This design comes from an exercise in tuning for small area and a short achievable clock period on the open sky130 flow, not from production work. RTL that was checked went through simulation tests only; none was proved equivalent to the original. Function not checked in run 2: the RTL went through the layout flow alone. No activity file was given, so power comes from the tool's default toggle rates.

## flow/design.v (module list and top-level ports; edited modules follow where they fit)
// module SAD_cal: 12000 lines
// module SAD_fa: 6 lines
// module SAD_ha: 6 lines
// module SAD_andn: 5 lines
// module SAD_nandn: 5 lines
// module SAD_xor: 5 lines
// module SAD_xnor: 5 lines
// module SAD_nand: 5 lines
// module SAD_nor: 5 lines
// module SAD_aoi: 5 lines
// module SAD_oai: 5 lines
// module SAD_inv: 5 lines
// module SAD_absdiff: 22 lines
module SAD_cal(rstn,clk,din,refi,cal_en,sad,sad_val);
  // ...
==> flow/flow/run.sh <==
#!/bin/bash
# The standard layout (standard.sh) with three changes to how the layout is made:
#  - plain buf_1 cells as the port buffers instead of the delay cells buffer_ports picks;
#  - I/O pins allowed on every routing track of the die's edge, so the die can be smaller;
#  - the clock pin placed first (io_pre.tcl) in a stretch of edge kept free of other pins,
#    because the clock net's wider-spacing routing rule clashes with pins one track away.
set -euo pipefail
export BUFFER_PORTS_ARGS="-buffer_cell sky130_fd_sc_hd__buf_1"
export PLACE_PINS_ARGS="-min_distance 1 -min_distance_in_tracks -exclude top:225-255"
export PRE_IO_PLACEMENT_TCL="$PWD/flow/io_pre.tcl"
export ROUTING_LAYER_ADJUSTMENT=0.10
bash standard.sh > standard.log 2>&1
==> flow/flow/io_pre.tcl <==
# Clock pin in the middle of the top edge; place_pins keeps other pins out of top:225-255.
place_pin -pin_name clk -layer met2 -location {240 480} -pin_size {0.14 0.97} -force_to_die_boundary
==> flow/standard.sh <==
#!/bin/bash
# synth_recipe.tcl (not shown) runs the flow's synth.tcl, then flattens the netlist and writes it again
# the make line also repeats each setting of config.mk as NAME=value (left out here)
make -C /OpenROAD-flow-scripts/flow DESIGN_CONFIG=/design/flow/config.mk WORK_HOME=/design/flow/orfs CLKGATE_MAP_FILE= SYNTH_SCRIPT=/design/flow/synth_recipe.tcl "${@:-finish}"
==> flow/config.mk <==
export PLATFORM = sky130hd
export DESIGN_NAME = SAD_cal
export DESIGN_NICKNAME = SAD_cal
export VERILOG_FILES = /design/flow/design.v
export SDC_FILE = /design/flow/constraint.sdc
export NUM_CORES = 4
export LEC_CHECK = 0
export CAP_MARGIN = 20
export CORE_AREA = 12 12 468 468
export DIE_AREA = 0 0 480 480
export PLACE_DENSITY = 0.75
export SETUP_SLACK_MARGIN = 1.0
export SLEW_MARGIN = 20
export SYNTH_HIERARCHICAL = 1
==> flow/constraint.sdc <==
create_clock -name core_clock -period 4.0 [get_ports {clk}]
set_input_delay 0.8000 -clock core_clock [delete_from_list [all_inputs] [get_ports {clk}]]
set_output_delay 0.8000 -clock core_clock [all_outputs]
set_load 0.01 [all_outputs]
==> flow_metrics.py, run 1 <==
metrics = {
    "finish": {
        "fin_cells": 14523,
        "n_antenna_cell": 205,
        "fillers": 19231,
        "fin_nets": 14711,
        "seq_cells": 1137,
        "drive_gt1_frac": 0.0638,
    },
    "floorplan": {
        "die_x_um": 480,
        "row_count": 167,
        "core_region_area_um2": 207000,
        "dieArea_um2": 230000,
    },
    "worst_setup_path": {
        "r2r_end": "total_q[8]",
        "start_kind": "flip-flop",
        "crit-reg2reg-launch": "r3337",
        "startpoint": "r3337",
        "crit_fanout": 4,
    },
    "detailed_routing": {
        "routedWlPerCell_um": 28.2,
        "drt-initial-drc-count": 5315,
        "dr.pass1.iters": 8,
        "wl_met2_um": 187000,
    },
    "timing": {
        "setup_ws_ns": 1.38,
    },
    "pwr": {
        "clkPwrFrac": 0.115,
        "comb-power_mw": 68.5,
        "powerDensity_nw_per_um2": 939,
        "power.switching_mw": 51.0,
    },
    "global_routing": {
        "grt_pass1_vias": 77060,
        "grt_use_met2": 0.549,
    },
    "synthesis": {
        "synth_area_leaders": "dfxtp_1, fa_1, xnor2_1",
        "synthArstFlopShare": 0.00440,
        "avgSynthCellArea_um2": 10.1,
        "synth_seq_cells": 1137,
    },
    "status": {
        "status": "complete, no violations",
    },
    "clocking": {
        "clk_path_buf_depth": 3,
    },
}
==> run 2, diff against run 1 <==
--- a/flow/design.v
+++ b/flow/design.v
@@ -8545,31 +8545,31 @@
 wire s3309, c3310;
 wire s3311, c3312;
 wire s3313, c3314;
 wire s3315, c3316;
 wire s3317, c3318;
 wire s3319, c3320;
 wire s3321, c3322;
 wire s3323, c3324;
-wire s3357, c3358;
-wire s3359, c3360;
-wire s3361, c3362;
-wire s3363, c3364;
+wire s3325, c3326;
+wire s3327, c3328;
+wire s3329, c3330;
+wire s3331, c3332;
+wire s3333, c3334;
+wire s3335, c3336;
+wire s3337, c3338;
+wire s3339, c3340;
 wire s3365, c3366;
 wire s3367, c3368;
 wire s3369, c3370;
 wire s3371, c3372;
 wire s3373, c3374;
 wire s3375, c3376;
 wire s3377, c3378;
-wire s3379, c3380;
-wire s3381, c3382;
-wire s3383, c3384;
-wire s3385, c3386;
 SAD_fa u_s1 (.a(e0[0]), .b(C_0), .c(x0_1), .s(s1), .co(c2));
 SAD_fa u_s3 (.a(e2[0]), .b(C_2), .c(x0_3), .s(s3), .co(c4));
 SAD_fa u_s5 (.a(e4[0]), .b(C_4), .c(x0_5), .s(s5), .co(c6));
 SAD_fa u_s7 (.a(e6[0]), .b(C_6), .c(x0_7), .s(s7), .co(c8));
 SAD_fa u_s9 (.a(e8[0]), .b(C_8), .c(x0_9), .s(s9), .co(c10));
 SAD_fa u_s11 (.a(e10[0]), .b(C_10), .c(x0_11), .s(s11), .co(c12));
 SAD_fa u_s13 (.a(e12[0]), .b(C_12), .c(x0_13), .s(s13), .co(c14));
 SAD_fa u_s15 (.a(e14[0]), .b(C_14), .c(x0_15), .s(s15), .co(c16));
@@ -9680,31 +9680,31 @@
 SAD_fa u_s3309 (.a(c3278), .b(s3279), .c(s3281), .s(s3309), .co(c3310));
 SAD_fa u_s3311 (.a(c3280), .b(c3282), .c(s3283), .s(s3311), .co(c3312));
 SAD_fa u_s3313 (.a(c3284), .b(c3286), .c(s3287), .s(s3313), .co(c3314));
 SAD_fa u_s3315 (.a(s3261), .b(c3288), .c(c3290), .s(s3315), .co(c3316));
 SAD_fa u_s3317 (.a(c3292), .b(c3294), .c(s3295), .s(s3317), .co(c3318));
 SAD_fa u_s3319 (.a(c3296), .b(c3298), .c(s3299), .s(s3319), .co(c3320));
 SAD_fa u_s3321 (.a(s3273), .b(c3300), .c(c3302), .s(s3321), .co(c3322));
 SAD_fa u_s3323 (.a(c3274), .b(s3275), .c(c3304), .s(s3323), .co(c3324));
-SAD_ha u_s3357 (.a(r3337), .b(r3338), .s(s3357), .co(c3358));
-SAD_ha u_s3359 (.a(r3341), .b(r3342), .s(s3359), .co(c3360));
-SAD_ha u_s3361 (.a(r3344), .b(r3345), .s(s3361), .co(c3362));
-SAD_ha u_s3363 (.a(r3347), .b(r3348), .s(s3363), .co(c3364));
+SAD_fa u_s3325 (.a(s3285), .b(c3310), .c(s3311), .s(s3325), .co(c3326));
+SAD_fa u_s3327 (.a(s3289), .b(c3312), .c(s3313), .s(s3327), .co(c3328));
+SAD_fa u_s3329 (.a(s3291), .b(s3293), .c(c3314), .s(s3329), .co(c3330));
+SAD_fa u_s3331 (.a(s3297), .b(c3316), .c(s3317), .s(s3331), .co(c3332));
+SAD_fa u_s3333 (.a(s3301), .b(c3318), .c(s3319), .s(s3333), .co(c3334));
+SAD_fa u_s3335 (.a(s3303), .b(c3320), .c(s3321), .s(s3335), .co(c3336));
+SAD_fa u_s3337 (.a(s3305), .b(c3322), .c(s3323), .s(s3337), .co(c3338));
+SAD_fa u_s3339 (.a(c3306), .b(s3307), .c(c3324), .s(s3339), .co(c3340));
 SAD_ha u_s3365 (.a(r3350), .b(r3351), .s(s3365), .co(c3366));
 SAD_ha u_s3367 (.a(r3353), .b(r3354), .s(s3367), .co(c3368));
-SAD_ha u_s3369 (.a(r3331), .b(r3332), .s(s3369), .co(c3370));
-SAD_fa u_s3371 (.a(r3334), .b(r3335), .c(r3336), .s(s3371), .co(c3372));
-SAD_fa u_s3373 (.a(r3339), .b(r3340), .c(s3357), .s(s3373), .co(c3374));
-SAD_fa u_s3375 (.a(r3343), .b(c3358), .c(s3359), .s(s3375), .co(c3376));
-SAD_fa u_s3377 (.a(r3346), .b(c3360), .c(s3361), .s(s3377), .co(c3378));
-SAD_fa u_s3379 (.a(r3349), .b(c3362), .c(s3363), .s(s3379), .co(c3380));
-SAD_fa u_s3381 (.a(r3352), .b(c3364), .c(s3365), .s(s3381), .co(c3382));
-SAD_fa u_s3383 (.a(r3355), .b(c3366), .c(s3367), .s(s3383), .co(c3384));
-SAD_ha u_s3385 (.a(r3356), .b(c3368), .s(s3385), .co(c3386));
+SAD_ha u_s3369 (.a(r3355), .b(r3356), .s(s3369), .co(c3370));
+SAD_ha u_s3371 (.a(r3357), .b(r3358), .s(s3371), .co(c3372));
+SAD_ha u_s3373 (.a(r3359), .b(r3360), .s(s3373), .co(c3374));
+SAD_ha u_s3375 (.a(r3361), .b(r3362), .s(s3375), .co(c3376));
+SAD_ha u_s3377 (.a(r3363), .b(r3364), .s(s3377), .co(c3378));
 reg r761;
 reg r762;
 reg r763;
 reg r764;
 reg r765;
 reg r766;
 reg r767;
 reg r768;
@@ -10779,48 +10779,40 @@
 reg r3227;
 reg r3228;
 reg r3229;
 reg r3230;
 reg r3231;
 reg r3232;
 reg r3233;
 reg r3234;
-reg r3325;
-reg r3326;
-reg r3327;
-reg r3328;
-reg r3329;
-reg r3330;
-reg r3331;
-reg r3332;
-reg r3333;
-reg r3334;
-reg r3335;
-reg r3336;
-reg r3337;
-reg r3338;
-reg r3339;
-reg r3340;
 reg r3341;
 reg r3342;
 reg r3343;
 reg r3344;
 reg r3345;
 reg r3346;
 reg r3347;
 reg r3348;
 reg r3349;
 reg r3350;
 reg r3351;
 reg r3352;
 reg r3353;
 reg r3354;
 reg r3355;
 reg r3356;
+reg r3357;
+reg r3358;
+reg r3359;
+reg r3360;
+reg r3361;
+reg r3362;
+reg r3363;
+reg r3364;
 always @(posedge clk) begin
     r761 <= s1;
     r762 <= s3;
     r763 <= s5;
     r764 <= s7;
     r765 <= s9;
     r766 <= s11;
     r767 <= s13;
@@ -11896,51 +11888,43 @@
     r3227 <= s3154;
     r3228 <= s3088;
     r3229 <= c3151;
     r3230 <= c3153;
     r3231 <= c3155;
     r3232 <= s3156;
     r3233 <= c3089;
     r3234 <= c3157;
-    r3325 <= r3158;
-    r3326 <= r3159;
-    r3327 <= r3160;
-    r3328 <= s3235;
-    r3329 <= s3277;
-    r3330 <= s3309;
-    r3331 <= s3285;
-    r3332 <= c3310;
-    r3333 <= s3311;
-    r3334 <= s3289;
-    r3335 <= c3312;
-    r3336 <= s3313;
-    r3337 <= s3291;
-    r3338 <= s3293;
-    r3339 <= c3314;
-    r3340 <= s3315;
-    r3341 <= s3297;
-    r3342 <= c3316;
-    r3343 <= s3317;
-    r3344 <= s3301;
-    r3345 <= c3318;
-    r3346 <= s3319;
-    r3347 <= s3303;
-    r3348 <= c3320;
-    r3349 <= s3321;
-    r3350 <= s3305;
-    r3351 <= c3322;
-    r3352 <= s3323;
-    r3353 <= c3306;
-    r3354 <= s3307;
-    r3355 <= c3324;
-    r3356 <= c3308;
+    r3341 <= r3158;
+    r3342 <= r3159;
+    r3343 <= r3160;
+    r3344 <= s3235;
+    r3345 <= s3277;
+    r3346 <= s3309;
+    r3347 <= s3325;
+    r3348 <= c3326;
+    r3349 <= s3327;
+    r3350 <= s3315;
+    r3351 <= c3328;
+    r3352 <= s3329;
+    r3353 <= c3330;
+    r3354 <= s3331;
+    r3355 <= c3332;
+    r3356 <= s3333;
+    r3357 <= c3334;
+    r3358 <= s3335;
+    r3359 <= c3336;
+    r3360 <= s3337;
+    r3361 <= c3338;
+    r3362 <= s3339;
+    r3363 <= c3308;
+    r3364 <= c3340;
 end
-wire [15:0] opa = {1'b0, c3386, c3384, c3382, c3380, c3378, c3376, c3374, c3372, c3370, r3333, r3330, r3329, r3328, r3327, r3325};
-wire [15:0] opb = {1'b0, 1'b0, s3385, s3383, s3381, s3379, s3377, s3375, s3373, s3371, s3369, 1'b0, 1'b0, 1'b0, 1'b0, r3326};
+wire [15:0] opa = {1'b0, c3378, c3376, c3374, c3372, c3370, c3368, c3366, r3352, r3348, r3347, r3346, r3345, r3344, r3343, r3341};
+wire [15:0] opb = {1'b0, 1'b0, s3377, s3375, s3373, s3371, s3369, s3367, s3365, r3349, 1'b0, 1'b0, 1'b0, 1'b0, 1'b0, r3342};
 wire [15:0] pp = opa ^ opb;
 wire [15:0] gg = opa & opb;
 wire sg0_1 = gg[1] | pp[1] & gg[0];
 wire sg0_3 = gg[3] | pp[3] & gg[2];
 wire sp0_3 = pp[3] & pp[2];
 wire sg0_5 = gg[5] | pp[5] & gg[4];
 wire sp0_5 = pp[5] & pp[4];
 wire sg0_7 = gg[7] | pp[7] & gg[6];
==> run 2 against run 1 <==
Still clean on timing, DRC and antenna; final area shrank 0.12%; first-iteration DRC count up 14%; sequential power barely moved; critical path depth grew 2; hold slack got worse by 0.011 ns; non-clock buffer count decreased by 1; wire length rose by 1.3%; synthesized cell count about the same; utilization shrank 0.066 points; final cell count up 0.27%; via count increased by 0.61%; register-to-register slack better by 0.15 ns; largest cell class unchanged; largest power group unchanged; highest routed layer unchanged.
==> flow_metrics.py, run 2 <==
metrics = {
    "status": {
        "status": "complete, no violations",
    },
    "worst_setup_path": {
        "crit-reg2reg-launch": "r1441",
        "start_kind": "input port",
        "crit_type": "in -> reg",
        "r2r_cells": 3,
        "crit_required_ns": 4.63,
        "worstSetupEndpointType": "flip-flop",
        "worstPathArrival_ns": 3.17,
        "crit_fanout": 5,
        "r2r_slack_ns": 1.53,
        "r2r_end": "r2810",
    },
    "timing": {
        "max_freq_mhz": 393,
        "skew_ns": 0.0331,
        "hold_violations": 0,
        "whs_ns": 0.165,
        "final_max_slew_viol_count": 0,
        "worstMarginPinSlew_ns": 0.869,
        "fin_crit_sh": 0.637,
        "fin_crit_ns": 2.55,
        "slew_headroom": 0.417,
        "rsz0062_at_grt": "no",
        "setup_tns_ns": 0,
        "finalSetupViolations": 0,
    },
    "clocking": {
        "cts_resized": 0,
        "path_clk_slew_ns": 0.07,
        "clk_path_buf_depth": 3,
        "tritoncts": "done",
        "cts_max_level": 3,
        "clk_latency_ns": 0.75,
        "root_buffer": "clkbuf_16",
        "cts_hold_buffers": 1,
        "clkSinkCount": 1129,
        "cts_setup_buffers": 0,
        "cts_made_buffers": 119,
    },
    "floorplan": {
        "start_util": 0.456,
        "row_count": 167,
        "die_x_um": 480,
        "die_h_um": 480,
        "ioPinCount": 2067,
        "core_region_area_um2": 207000,
        "dieArea_um2": 230000,
    },
    "synthesis": {
        "synth_top_area_share": 0.240,
        "synth_common_cells": "xnor2_1, xor2_1, o21ai_1",
        "synth_most_common_cell": "xnor2_1",
        "yosys_warnings": 7,
        "yosysSeqAreaShare": 0.240,
        "yosysTopAreaCell": "fa_1",
        "synth_edf_count": 0,
        "syn_area_um2": 94300,
        "synth_seq_cells": 1129,
        "synthesis.nets": 12504,
        "synth_top_flop_cell": "dfxtp_1",
        "synthArstFlopShare": 0.00443,
        "avgSynthCellArea_um2": 10.1,
        "synth_cell_types": 32,
        "synth_area_leaders": "fa_1, dfxtp_1, xnor2_1",
        "netlist_instances": 9305,
    },
    "global_routing": {
        "grt_usage": 0.349,
        "antenna_found_initial": 270,
        "grt_pass1_wl_um": 570000,
        "grt_pass1_vias": 77989,
        "grt_max_degree": 17,
        "grt-ovfl-total": 0,
    },
    "finish": {
        "fillers": 19126,
        "area_delta_synth_final_pct": 17.0,
        "register_area_um2": 22600,
        "layout_common_cells": "buf_1, xnor2_1, xor2_1",
        "top_regs": "total_q (16), vld (5)",
        "fin_nets": 14702,
        "top_register": "total_q",
        "final_cell_area_um2": 110000,
        "multiInputGateArea_um2": 69900,
        "finish.utilization": 0.533,
        "largest_reg_flops": 16,
        "drive_gt1_frac": 0.0633,
        "final_common_cell": "buf_1",
    },
    "placement": {
        "port_buffers": 2067,
        "post_dp_cell_area_um2": 105000,
        "dp_hpwl_um": 374000,
        "gp_congestion": 1.08,
    },
    "detailed_routing": {
        "drt-initial-drc-count": 6061,
        "routedWlPerCell_um": 28.5,
        "viasPerCell": 5.18,
        "dr.pass1.iters": 6,
        "antenna_left": 0,
        "drc": 0,
        "wl_um": 414000,
        "num_vias": 75500,
    },
    "pwr": {
        "p_int_mw": 52.5,
        "switching_share": 0.494,
        "vdd_drop_max_mv": 0.878,
        "power.share.combinational": 0.664,
        "p_seq_frac": 0.223,
        "powerDensity_nw_per_um2": 941,
        "power.switching_mw": 51.2,
        "clkPwrFrac": 0.113,
        "p_leak_nw": 40.8,
    },
    "min_path": {
        "min_path_cells": 1,
        "hold_class": "in -> reg",
        "holdPathEnd": "vld[0]",
        "hold_start": "cal_en",
    },
    "flow_run": {
        "cap_violations": 0,
    },
}
run 2: cell types whose count changed after synthesis, sizes merged, moves of 3 or more:
cell,previous run,this run
dfxtp,1132,1124
nand2b,1024,1028
nor2,454,450
and3,0,3
nor3,3,0
o21ai,1154,1157
run 2: power groups by stage:
stage | Clock, mW | Combinational, mW | Sequential [mW]
final | 11.7 | 68.8 | 23.2
after global routing | 12.3 | 74.4 | 23.7
after detailed placement | 0 | 68.0 | 23.4
after CTS | 11.9 | 69.1 | 23.2
after floorplan | 0 | 33.8 | 21.7
after global placement | 0 | 66.0 | 23.3
run 2: kinds of logic (layout without fill, tap and decap cells):
family	after synthesis	in the layout	share of synthesized area
flip-flops	1129	1129	0.240
other	0	249	0
buffers and inverters	451	2755	0.0181
XOR/XNOR	3143	3143	0.292
AO/OA/AOI/OAI	1685	1685	0.110
adder cells (fa/ha/maj)	1148	1148	0.242
AND/OR/NAND/NOR	1749	1749	0.0973
run 2: per-module statistics from Yosys (local to each module, per instance):
module | copies in the design | cells inside | flip-flops and latches
SAD_aoi | 512 | 1 | 0
SAD_cal | 1 | 1194 | 1129
SAD_fa | 1128 | 1 | 0
SAD_ha | 7 | 1 | 0
SAD_inv | 448 | 1 | 0
SAD_nand | 256 | 1 | 0
SAD_nandn | 1024 | 1 | 0
SAD_nor | 448 | 1 | 0
SAD_oai | 1152 | 1 | 0
SAD_xnor | 1664 | 1 | 0
SAD_xor | 1472 | 1 | 0
run 2: layout make-up:
class | count | area share
Multi-Input combinational cell | 7725 | 0.634
Sequential cell | 1129 | 0.205
Timing Repair Buffer | 2079 | 0.0712
Clock buffer | 170 | 0.0321
Tap cell | 2704 | 0.0307
Inverter | 449 | 0.0153
Antenna cell | 249 | 0.00565
Clock inverter | 57 | 0.00559
run 2: worst max-delay path by stage:
stage                   start    end  slack [ns]  cells past startpoint
CTS                     r1441  r2810        1.53                      3
global route        refi[984]  r1404        1.18                      9
finish              refi[984]  r1404        1.45                      9
global placement    refi[336]   r910        0.83                      7
detailed placement  refi[832]   r941        0.76                      7
floorplan             refi[1]  r1363        1.46                      8
run 2: metrics by stage:
stage                     setup slack, ns  std cells  total power [mW]
after floorplan                      1.46       9305              55.5
after global placement              0.825      14085              89.3
after CTS                            1.53      14313               104
after detailed placement            0.760      14085              91.4
after global routing                 1.18      14486               110
final                                1.45      14562               104
run 2: layer usage:
layer / GRT usage / up-vias / share of wire
met5: 0.00588 / - / 0.0014
met3: 0.113 / 1249 / 0.094
met2: 0.549 / 3613 / 0.45
li1: - / 34230 / -
met4: 0.236 / 82 / 0.079
met1: 0.402 / 36326 / 0.38
run 2: critical path: stages:
cell      delay, ns
buf_1          0.09
nand2b_1       0.18
o21ai_1        0.67
a21oi_2        0.23
o21ai_1        0.29
a21oi_2        0.09
xor2_1         0.18
xnor2_1        0.16
fa_1           0.48

[what the ideal ports hide]
In the flow no input, the clock included, has a driving cell. The finished layouts below were timed again as built, in two steps. Step 1 assumes that a clkbuf_16 drives the clock port and a buf_2 every other input. Step 2 moves the port delays by t, midway between the first and last clock arrival at a register: inputs arrive t later, outputs are due t later. That takes back most of the time a late clock gives input paths. Slacks: ideal / step 1 / step 2; pairs: ideal / step 1.
| run | shift t [ns] | setup slack, ns | worst setup path at the end | latest minus earliest clock arrival (ns) | worst data-port slew with drivers (ns) |
|---|---|---|---|---|---|
| run 1 | 0.802 | 1.377 / 1.377 / 0.666 | input to register | 0.062 / 0.061 | 0.36 |
| run 2 | 0.808 | 1.454 / 1.492 / 0.684 | input to register | 0.034 / 0.034 | 0.31 |
After both steps setup and hold are still met in every run listed. The setup slack of run 2, which loses most, moves by +0.038 ns with the drivers and by -0.770 ns with both steps.
